This is an optimization exercise on Yosys and OpenROAD, whose aim is small area and a short achievable clock period, not a production implementation. The RTL was checked by simulation tests, not by an equivalence proof against the original design.

==> flow/design.v (excerpt) <==
module fp16MAC(a, b, acc, CLK, RESETn);
	input [15:0] a, b;
	input CLK, RESETn;
	output reg [15:0] acc;
	wire        pre_s;
	wire [4:0]  pre_e;
	wire [1:0]  pre_c;
	fm_mul_pre u_pre(.a(a), .b(b), .s(pre_s), .e(pre_e), .c(pre_c));
	reg        in_s;
	reg [1:0]  in_c;
	reg [4:0]  in_e;
	reg [9:0]  in_ma, in_mb;
	wire [12:0] mul_m;
	wire        mul_st;
	fm_mul_prod u_prod(.ma(in_ma), .mb(in_mb), .m(mul_m), .st(mul_st));
	reg        md_s;
	reg [1:0]  md_c;
	reg [4:0]  md_e;
	reg [12:0] md_m;
	reg        md_st;
	wire [15:0] prod_w;
	fm_mul_round u_rnd(.s(md_s), .e(md_e), .c(md_c), .m(md_m), .st(md_st), .p(prod_w));
	reg [15:0] prod;
	wire [15:0] sum_w;
	fm_add u_add(.A(acc), .B(prod), .Y(sum_w));
	always @(posedge CLK, negedge RESETn) begin
		if (!RESETn) begin
			in_s <= 1'b0;
			in_c <= 2'd0;
			md_s <= 1'b0;
			md_c <= 2'd0;
			prod <= 16'd0;
			acc  <= 16'd0;
		end else begin
			in_s <= pre_s;
			in_c <= pre_c;
			md_s <= in_s;
			md_c <= in_c;
			prod <= prod_w;
			acc  <= sum_w;
		end
	end
	always @(posedge CLK) begin
		in_e  <= pre_e;
		in_ma <= a[9:0];
		in_mb <= b[9:0];
		md_e  <= in_e;
		md_m  <= mul_m;
		md_st <= mul_st;
	end
endmodule
For scale: about 1600 cells after synthesis, about 82 flip-flops, roughly 50 I/O pins.
Settings: LEC_CHECK=0, ABC_AREA=1, CAP_MARGIN=20, CORE_MARGIN=2, CORE_UTILIZATION=55, SLEW_MARGIN=20, SYNTH_HIERARCHICAL=1; clock period 15.5 ns.
standard.sh (not shown) runs the stock make flow with config.mk's settings and CLKGATE_MAP_FILE= SYNTH_SCRIPT=/design/flow/synth_recipe.tcl, a recipe that flattens the netlist after the stock synthesis.
==> flow/flow/run.sh <==
#!/bin/bash
# Own flow: the standard layout (standard.sh, unchanged ORFS scripts and
# settings) with its own synthesis script, flow/own_synth.tcl (see there).
# Floorplan, power grid, placement, clock tree and routing are the standard
# flow's.  Each make step writes its full log under orfs/logs/; the make
# output itself goes to standard.log here.
set -euo pipefail
sed -E "s#SYNTH_SCRIPT=[^ ]+#SYNTH_SCRIPT=$PWD/flow/own_synth.tcl#" standard.sh > own_standard.sh
grep -q "SYNTH_SCRIPT=$PWD/flow/own_synth.tcl" own_standard.sh
bash own_standard.sh > standard.log 2>&1
==> flow/flow/abc_area.script <==
strash
dch
amap
topo
stime -c
buffer -c
upsize -c
dnsize -c
==> flow/flow/abc_fast.script <==
strash
dch
map -B 0.9
topo
stime -c
buffer -c
upsize -c
dnsize -c
==> flow/flow/own_synth.tcl <==
set own_dir [file dirname [file normalize [info script]]]
proc synth {args} {
  if {[lsearch -exact $args "fine:"] >= 0} {
    yosys synth -nofsm -noshare -noabc {*}$args
  } else {
    yosys synth -nofsm -noshare {*}$args
  }
}
proc extract_fa {args} { yosys extract_fa {*}$args fm_mul_prod }
proc keep_hierarchy {args} {
  foreach m {fm_add fm_mul_prod fm_mul_round} { yosys setattr -mod -set keep_hierarchy 1 $m }
}
proc abc {args} {
  global own_dir
  set i [expr {[lsearch -exact $args -script] + 1}]
  yosys abc {*}[lreplace $args $i $i $own_dir/abc_fast.script] fm_add
  yosys abc {*}[lreplace $args $i $i $own_dir/abc_area.script] fm_mul_prod fm_mul_round fp16MAC
}
source $::env(SCRIPTS_DIR)/synth.tcl
# left out here: clear keep_hierarchy, flatten, clean up, hide names made inside functions, write 1_2_yosys.v
Then changed:
==> flow/run.sh (new file) <==
#!/bin/bash
# synth_recipe.tcl (not shown) runs the flow's synth.tcl, then flattens the netlist and writes it again
# the make line also repeats each setting of config.mk as NAME=value (left out here)
make -C /OpenROAD-flow-scripts/flow DESIGN_CONFIG=/design/flow/config.mk WORK_HOME=/design/flow/orfs CLKGATE_MAP_FILE= SYNTH_SCRIPT=/design/flow/synth_recipe.tcl finish
--- a/flow/config.mk
+++ b/flow/config.mk
@@ -12,2 +12 @@
 export SLEW_MARGIN = 20
-export SYNTH_HIERARCHICAL = 1
removed: flow/flow/run.sh
removed: flow/flow/abc_area.script
removed: flow/flow/abc_fast.script
removed: flow/flow/own_synth.tcl
removed: flow/standard.sh
Result:
- fmax is lower by 23%
- register-to-register slack loses 1.7 ns
- count of clock-buffer cells in the layout is unchanged
- synthesized cell count went down by about 1.1%
- worst setup slack loses 1.7 ns
- first-iteration DRC count rises by about 11%
- final area rises by 2.3%
Then changed:
==> flow/flow/run.sh (new file) <==
#!/bin/bash
# Own flow: the standard layout (standard.sh, unchanged ORFS scripts and
# settings) with its own synthesis script, flow/own_synth.tcl (see there).
# Floorplan, power grid, placement, clock tree and routing are the standard
# flow's.  Each make step writes its full log under orfs/logs/; the make
# output itself goes to standard.log here.
set -euo pipefail
sed -E "s#SYNTH_SCRIPT=[^ ]+#SYNTH_SCRIPT=$PWD/flow/own_synth.tcl SETUP_SLACK_MARGIN=10.4#" standard.sh > own_standard.sh
grep -q "SYNTH_SCRIPT=$PWD/flow/own_synth.tcl" own_standard.sh
bash own_standard.sh > standard.log 2>&1
==> flow/flow/abc_area.script (new file) <==
strash
dch
amap
topo
stime -c
buffer -c
upsize -c
dnsize -c
==> flow/flow/abc_fast.script (new file) <==
strash
dch
map -B 0.9
topo
stime -c
buffer -c
upsize -c
dnsize -c
==> flow/flow/own_synth.tcl (new file) <==
set own_dir [file dirname [file normalize [info script]]]
proc synth {args} {
  if {[lsearch -exact $args "fine:"] >= 0} {
    yosys synth -nofsm -noshare -noabc {*}$args
  } else {
    yosys synth -nofsm -noshare {*}$args
  }
}
proc extract_fa {args} { yosys extract_fa {*}$args fm_mul_prod }
proc keep_hierarchy {args} {
  foreach m {fm_add fm_mul_prod fm_mul_round} { yosys setattr -mod -set keep_hierarchy 1 $m }
}
proc abc {args} {
  global own_dir
  set i [expr {[lsearch -exact $args -script] + 1}]
  yosys abc {*}[lreplace $args $i $i $own_dir/abc_fast.script] fm_add
  yosys abc {*}[lreplace $args $i $i $own_dir/abc_area.script] fm_mul_prod fm_mul_round fp16MAC
}
source $::env(SCRIPTS_DIR)/synth.tcl
# left out here: clear keep_hierarchy, flatten, clean up, hide names made inside functions, write 1_2_yosys.v
==> flow/standard.sh (new file) <==
#!/bin/bash
# synth_recipe.tcl (not shown) runs the flow's synth.tcl, then flattens the netlist and writes it again
# the make line also repeats each setting of config.mk as NAME=value (left out here)
make -C /OpenROAD-flow-scripts/flow DESIGN_CONFIG=/design/flow/config.mk WORK_HOME=/design/flow/orfs CLKGATE_MAP_FILE= SYNTH_SCRIPT=/design/flow/synth_recipe.tcl "${@:-finish}"
--- a/flow/config.mk
+++ b/flow/config.mk
@@ -12 +12,2 @@
 export SLEW_MARGIN = 20
+export SYNTH_HIERARCHICAL = 1
removed: flow/run.sh
=>
- cell count increases by a little under a tenth
- setup slack improves by 2.4 ns
- clock skew hardly moves
- synthesized area decreases slightly
Then changed:
--- a/flow/flow/run.sh
+++ b/flow/flow/run.sh
@@ -7,3 +7,3 @@
 set -euo pipefail
-sed -E "s#SYNTH_SCRIPT=[^ ]+#SYNTH_SCRIPT=$PWD/flow/own_synth.tcl SETUP_SLACK_MARGIN=10.4#" standard.sh > own_standard.sh
+sed -E "s#SYNTH_SCRIPT=[^ ]+#SYNTH_SCRIPT=$PWD/flow/own_synth.tcl#" standard.sh > own_standard.sh
 grep -q "SYNTH_SCRIPT=$PWD/flow/own_synth.tcl" own_standard.sh
--- a/flow/config.mk
+++ b/flow/config.mk
@@ -10,3 +10,3 @@
 export CORE_MARGIN = 2
-export CORE_UTILIZATION = 55
+export CORE_UTILIZATION = 70
 export SLEW_MARGIN = 20
Effect:
- global-route usage grows by 10 points
- worst setup slack degrades by 0.72 ns
- synthesized cell count does not change
- core utilization grows by 4.6 points
- design area falls by 17%
- via count went down by 2.8%
- synthesized area stays the same
- wire length decreases by 4.7%
- die area decreases by 21%
- sequential cell count is unchanged
Then changed:
==> flow/flow/run.sh (replaced) <==
#!/bin/bash
# Own flow: the standard layout (standard.sh: the same ORFS scripts and
# settings), except that the full/half adder cells are on the don't-use list.
# Yosys's extract_fa otherwise turns the arithmetic into chains of slow
# fa/ha cells with inverters around them; without them ABC maps the same
# logic into ordinary gates.  Registers, floorplan, power grid, placement,
# clock tree and routing are the standard flow's.
set -euo pipefail
cp config.mk own_config.mk
cat >> own_config.mk <<'EOC'
export DONT_USE_CELLS += sky130_fd_sc_hd__fa_1 sky130_fd_sc_hd__fa_2 sky130_fd_sc_hd__fa_4 sky130_fd_sc_hd__ha_1 sky130_fd_sc_hd__ha_2 sky130_fd_sc_hd__ha_4
EOC
sed -E "s#DESIGN_CONFIG=[^ ]+#DESIGN_CONFIG=$PWD/own_config.mk#" standard.sh > own_standard.sh
grep -q "DESIGN_CONFIG=$PWD/own_config.mk" own_standard.sh
bash own_standard.sh > standard.log 2>&1
--- a/flow/config.mk
+++ b/flow/config.mk
@@ -10,4 +10,3 @@
 export CORE_MARGIN = 2
-export CORE_UTILIZATION = 70
+export CORE_UTILIZATION = 55
 export SLEW_MARGIN = 20
-export SYNTH_HIERARCHICAL = 1
removed: flow/flow/abc_area.script
removed: flow/flow/abc_fast.script
removed: flow/flow/own_synth.tcl
Final cell count grows by a quarter to a third.
Count of clock-buffer cells in the layout stays the same.
Design area grows by a little under a tenth.
Sequential share of layout area shrinks by 1.1 points.

static timing again, ports no longer ideal:
In the flow no input, the clock included, has a driving cell. The finished layouts below were timed again as built, in two steps.
Step 1, drivers: a clkbuf_16 drives CLK and a buf_2 each remaining input, both assumed.
Step 2 moves the port delays by t, midway between the first and last clock arrival at a register: inputs arrive t later, outputs are due t later. That takes back most of the time a late clock gives input paths.
Slacks: ideal / step 1 / step 2; pairs: ideal / step 1.
run	shift t [ns]	slack for setup (ns)	pins driven straight from the clock port
the first run	0.379	9.635 / 9.635 / 9.635	1
the second run	0.398	7.928 / 7.928 / 7.928	1
the third run	0.379	10.342 / 10.342 / 10.342	1
the fourth run	0.380	9.623 / 9.623 / 9.623	1
the fifth run	0.381	9.499 / 9.499 / 9.499	1
After both steps setup and hold are still met in every run listed.
